Source: an optimization exercise on an open RTL-to-GDS flow (aim: small area). Production flows keep margins and buffers that such runs may drop.
Function was checked by simulation only, so behaviour that the tests miss may differ from the original.
No activity file was given, so power comes from the tool's default toggle rates.

==> flow/design.v (excerpt) <==
module SPI_4Slaves #(parameter mode=2'b11,bits_size=10)(
    input clk,reset_n,
    input [bits_size-1:0] master_data_in,
    input [bits_size-1:0] slave_data_in1,
    input [bits_size-1:0] slave_data_in2,
    input [bits_size-1:0] slave_data_in3,
    input [bits_size-1:0] slave_data_in4,
    output [bits_size-1:0] master_data_out,
    output [bits_size-1:0] slave_data_out1,
    output [bits_size-1:0] slave_data_out2,
    output [bits_size-1:0] slave_data_out3,
    output [bits_size-1:0] slave_data_out4,
    input tx_start,
    output master_tx_done,
    output master_rx_done,
    output slave_tx_done1,
    output slave_rx_done1,
    output slave_tx_done2,
    output slave_rx_done2,
    output slave_tx_done3,
    output slave_rx_done3,
    output slave_tx_done4,
    output slave_rx_done4
    );
    reg       busy;       
    reg [7:0] x;
    reg [1:0] sel;        
    reg       wrapped;    
    reg [9:0] Mn, S1n, S2n, S3n, S4n;
    wire start = ~busy & tx_start;
    wire first = busy & (x == 8'h60);
    wire samp  = (x[3:0] == 4'h9) & (x[7] | x[4]);
    wire last  = busy & (x == 8'h01);
    wire [3:0] b = ~x[7:4];
    reg [9:0] sdin;
    always @(*) begin
        case (sel)
  ...
clock: 5.0 ns
lec_check: 0
cap_margin: 20
core_margin: 2
core_utilization: 40
place_density: 0.6
slew_margin: 20
standard.sh (not shown) runs the stock make flow with config.mk's settings and CLKGATE_MAP_FILE= SYNTH_SCRIPT=/design/flow/synth_recipe.tcl, a recipe that flattens the netlist after the stock synthesis.
==> flow/flow/run.sh <==
#!/bin/bash
# The standard layout (standard.sh), with three changes:
#  - synthesis maps the logic with an area-oriented ABC script (abc_area.script
#    here, in place of ORFS's abc_speed.script; the rest of the synthesis, and
#    so every register, is the standard one);
#  - the port buffers are the smallest buffer (buf_1);
#  - clock tree synthesis uses clkbuf_4 and adds no dummy loads.
# make's full output goes to standard.log here; each ORFS step also keeps its
# own log under orfs/logs/.
set -euo pipefail
rm -rf scripts_own
cp -r "$FLOW_HOME/scripts" scripts_own
cp flow/abc_area.script scripts_own/abc_speed.script
export SCRIPTS_DIR="$PWD/scripts_own"
export BUFFER_PORTS_ARGS="-buffer_cell sky130_fd_sc_hd__buf_1"
export CTS_ARGS="-sink_clustering_enable -repair_clock_nets -dont_use_dummy_load -buf_list sky130_fd_sc_hd__clkbuf_4"
bash standard.sh finish > standard.log 2>&1
==> flow/flow/abc_area.script <==
strash
&get -n
&st
&syn2
&dch -f
&nf -R 1000 -a
&put
Rerun with:
--- a/flow/flow/run.sh
+++ b/flow/flow/run.sh
@@ -15,3 +15,3 @@
 export BUFFER_PORTS_ARGS="-buffer_cell sky130_fd_sc_hd__buf_1"
-export CTS_ARGS="-sink_clustering_enable -repair_clock_nets -dont_use_dummy_load -buf_list sky130_fd_sc_hd__clkbuf_4"
+export CTS_ARGS="-sink_clustering_enable -repair_clock_nets -dont_use_dummy_load -buf_list sky130_fd_sc_hd__clkbuf_16 -sink_clustering_size 64 -sink_clustering_max_diameter 500"
 bash standard.sh finish > standard.log 2>&1
What happened: Cell area increases by 4.8%. Fmax increases by 2.1%. Setup slack is better by 74 ps.

Setup of oak:
The RTL this note starts from:
==> flow/design.v <==
`timescale 1ns / 1ps
module SPI_4Slaves #(parameter mode=2'b11,bits_size=10)(
    input clk,reset_n,
    input [bits_size-1:0] master_data_in,
    input [bits_size-1:0] slave_data_in1,
    input [bits_size-1:0] slave_data_in2,
    input [bits_size-1:0] slave_data_in3,
    input [bits_size-1:0] slave_data_in4,
    output [bits_size-1:0] master_data_out,
    output [bits_size-1:0] slave_data_out1,
    output [bits_size-1:0] slave_data_out2,
    output [bits_size-1:0] slave_data_out3,
    output [bits_size-1:0] slave_data_out4,
    input tx_start,
    output master_tx_done,
    output master_rx_done,
    output slave_tx_done1,
    output slave_rx_done1,
    output slave_tx_done2,
    output slave_rx_done2,
    output slave_tx_done3,
    output slave_rx_done3,
    output slave_tx_done4,
    output slave_rx_done4
    );
    reg       busy;       
    reg [7:0] x;
    reg [1:0] sel;        
    reg       wrapped;    
    reg [9:0] Mn, S1n, S2n, S3n, S4n;
    wire start = ~busy & tx_start;
    wire first = busy & (x == 8'h60);
    wire samp  = (x[3:0] == 4'h9) & (x[7] | x[4]);
    wire last  = busy & (x == 8'h01);
    wire [3:0] b = ~x[7:4];
    reg [9:0] sdin;
    always @(*) begin
        case (sel)
            2'd0: sdin = slave_data_in1;
            2'd1: sdin = slave_data_in2;
            2'd2: sdin = slave_data_in3;
            default: sdin = slave_data_in4;
        endcase
    end
    wire mbit = master_data_in[b];
    wire sbit = sdin[b];
    always @(posedge clk)
        x <= (busy && !last) ? x + 8'd1 : 8'h60;
    always @(posedge clk, negedge reset_n) begin
        if (~reset_n) begin
            busy <= 0;
            sel <= 0;
            wrapped <= 0;
        end else begin
            if (start) busy <= 1;
            if (last) begin
                busy <= 0;
                sel <= sel + 1;
                if (sel == 2'd3) wrapped <= 1;
            end
        end
    end
    wire shift = first | samp;
    wire sin = first ? ~Mn[0] : mbit;
    always @(posedge clk) begin
        if (start | shift) Mn <= {Mn[8:0], ~(start ? mbit : sbit)};
        if (shift && sel == 2'd0) S1n <= {S1n[8:0], ~sin};
        if (shift && sel == 2'd1) S2n <= {S2n[8:0], ~sin};
        if (shift && sel == 2'd2) S3n <= {S3n[8:0], ~sin};
        if (shift && sel == 2'd3) S4n <= {S4n[8:0], ~sin};
    end
    wire done1 = wrapped | (sel != 2'd0);
    wire done2 = wrapped | sel[1];
    wire done3 = wrapped | (sel == 2'd3);
    wire done4 = wrapped;
    wire sbusy = busy & ~first;    
    wire m_ok  = ~busy & done1;
    wire s1_ok = done1 & ~(sbusy && sel == 2'd0);
    wire s2_ok = done2 & ~(sbusy && sel == 2'd1);
    wire s3_ok = done3 & ~(sbusy && sel == 2'd2);
    wire s4_ok = done4 & ~(sbusy && sel == 2'd3);
    assign master_tx_done = m_ok;
    assign master_rx_done = m_ok;
    assign slave_tx_done1 = s1_ok;
    assign slave_rx_done1 = s1_ok;
    assign slave_tx_done2 = s2_ok;
    assign slave_rx_done2 = s2_ok;
    assign slave_tx_done3 = s3_ok;
    assign slave_rx_done3 = s3_ok;
    assign slave_tx_done4 = s4_ok;
    assign slave_rx_done4 = s4_ok;
    assign master_data_out = ~(Mn  | {10{~m_ok}});
    assign slave_data_out1 = ~(S1n | {10{~s1_ok}});
    assign slave_data_out2 = ~(S2n | {10{~s2_ok}});
    assign slave_data_out3 = ~(S3n | {10{~s3_ok}});
    assign slave_data_out4 = ~(S4n | {10{~s4_ok}});
endmodule
export LEC_CHECK = 0
export CAP_MARGIN = 20
export CORE_MARGIN = 2
export CORE_UTILIZATION = 40
export PLACE_DENSITY = 0.6
export SLEW_MARGIN = 20
create_clock -name core_clock -period 5.0 [get_ports {clk}]
==> flow/flow/run.sh <==
#!/bin/bash
# The standard layout (standard.sh), with three changes:
#  - synthesis maps the logic with an area-oriented ABC script (abc_area.script
#    here, in place of ORFS's abc_speed.script; the rest of the synthesis, and
#    so every register, is the standard one);
#  - the port buffers are the smallest buffer (buf_1);
#  - clock tree synthesis uses clkbuf_4 and adds no dummy loads.
# make's full output goes to standard.log here; each ORFS step also keeps its
# own log under orfs/logs/.
set -euo pipefail
rm -rf scripts_own
cp -r "$FLOW_HOME/scripts" scripts_own
cp flow/abc_area.script scripts_own/abc_speed.script
export SCRIPTS_DIR="$PWD/scripts_own"
export BUFFER_PORTS_ARGS="-buffer_cell sky130_fd_sc_hd__buf_1"
export CTS_ARGS="-sink_clustering_enable -repair_clock_nets -dont_use_dummy_load -buf_list sky130_fd_sc_hd__clkbuf_8 -sink_clustering_size 32 -sink_clustering_max_diameter 200"
bash standard.sh finish > standard.log 2>&1
Scripts as last shown in full above: flow/flow/abc_area.script
oak: no failed stages, no open violations at the end
Modified inputs, pine compared to oak
--- a/flow/flow/run.sh
+++ b/flow/flow/run.sh
@@ -14,4 +14,4 @@
 export SCRIPTS_DIR="$PWD/scripts_own"
 export BUFFER_PORTS_ARGS="-buffer_cell sky130_fd_sc_hd__buf_1"
-export CTS_ARGS="-sink_clustering_enable -repair_clock_nets -dont_use_dummy_load -buf_list sky130_fd_sc_hd__clkbuf_8 -sink_clustering_size 32 -sink_clustering_max_diameter 200"
+export CTS_ARGS="-repair_clock_nets -dont_use_dummy_load -buf_list sky130_fd_sc_hd__clkbuf_8"
 bash standard.sh finish > standard.log 2>&1
==> comparison <==
oak -> pine: xor/xnor cell area share of the yosys netlist delta 0, exact match. pine vs. oak: maximum frequency held, final routed wire length divided by cell count held, minimum setup slack in the final design held, setup slack at placement held. Diff oak -> pine: critical path buffer and inverter count did not really move; clock network fraction of design power did not really move. Diff oak..pine | final non-filler cell area | negligible. Reported for pine and oak, number of CTS-inserted buffers turned out identical to the last digit. Between pine and oak, the adder-cell area share of the yosys netlist does not differ in any meaningful way.
Relative to pine, the following input files were edited for birch:
--- a/flow/flow/run.sh
+++ b/flow/flow/run.sh
@@ -14,4 +14,4 @@
 export SCRIPTS_DIR="$PWD/scripts_own"
 export BUFFER_PORTS_ARGS="-buffer_cell sky130_fd_sc_hd__buf_1"
-export CTS_ARGS="-repair_clock_nets -dont_use_dummy_load -buf_list sky130_fd_sc_hd__clkbuf_8"
+export CTS_ARGS="-sink_clustering_enable -repair_clock_nets -dont_use_dummy_load -buf_list sky130_fd_sc_hd__clkbuf_16 -sink_clustering_size 64 -sink_clustering_max_diameter 500 -sink_buffer_max_cap_derate 1.0"
 bash standard.sh finish > standard.log 2>&1
Notes after the runs:
On combinational power, birch tracks pine almost exactly.
| fraction of the cycle the final worst path needs | pine vs birch | ≈ equal |
birch went all the way through synthesis, placement and routing and the layout is clean on timing, DRC and antenna.
Of pine and birch, the higher total routing usage reported by global routing belongs to birch.
Edits applied to the flow inputs when going from birch to maple:
--- a/flow/flow/run.sh
+++ b/flow/flow/run.sh
@@ -14,4 +14,4 @@
 export SCRIPTS_DIR="$PWD/scripts_own"
 export BUFFER_PORTS_ARGS="-buffer_cell sky130_fd_sc_hd__buf_1"
-export CTS_ARGS="-sink_clustering_enable -repair_clock_nets -dont_use_dummy_load -buf_list sky130_fd_sc_hd__clkbuf_16 -sink_clustering_size 64 -sink_clustering_max_diameter 500 -sink_buffer_max_cap_derate 1.0"
+export CTS_ARGS="-sink_clustering_enable -repair_clock_nets -dont_use_dummy_load -buf_list sky130_fd_sc_hd__clkbuf_8 -sink_clustering_size 30 -sink_clustering_max_diameter 500 -sink_clustering_levels 1"
 bash standard.sh finish > standard.log 2>&1
[summary]
Setup slack: maple vs birch, no meaningful difference. Diff birch -> maple: power share of the combinational group +1.9 points, wire length of the first global-routing pass -1.1%, global-route usage -0.20 points, count of cells resized by post-cts repair ~0 delta, area added between synthesis and finish -3.7 points. Compared with birch, maple shows a lower cell area power density. On peak clock frequency supported by timing, maple and birch are basically level. Result for maple and birch: all clean. Final area was higher in birch than in maple. maple has register share of the cell area above what birch had.

## afterwards: timing with drivers on the ports
The flow's constraints put no driver on any port. The routed layouts listed below were extracted and timed again, unchanged, in two steps.
Step 1, drivers: a clkbuf_16 drives clk and a buf_2 each remaining input, both assumed.
Step 2 times the ports against the registers' clock, not the clock port: input delays grow and output delays shrink by t, the midpoint of the rising clock arrivals with the driver on.
a / b / c = ideal ports / drivers / drivers and shift; a / b = the first two.
run | shift t [ns] | setup slack, ns | worst setup path at the end
the first run of note 1 | 0.415 | 1.450 / 1.422 / 1.837 | register to output
the second run of note 1 | 0.352 | 1.524 / 1.489 / 1.841 | register to output
oak | 0.351 | 1.525 / 1.494 / 1.845 | register to output
pine | 0.351 | 1.525 / 1.494 / 1.845 | register to output
birch | 0.352 | 1.524 / 1.489 / 1.841 | register to output
maple | 0.351 | 1.525 / 1.494 / 1.845 | register to output
After both steps setup and hold are still met in every run listed.
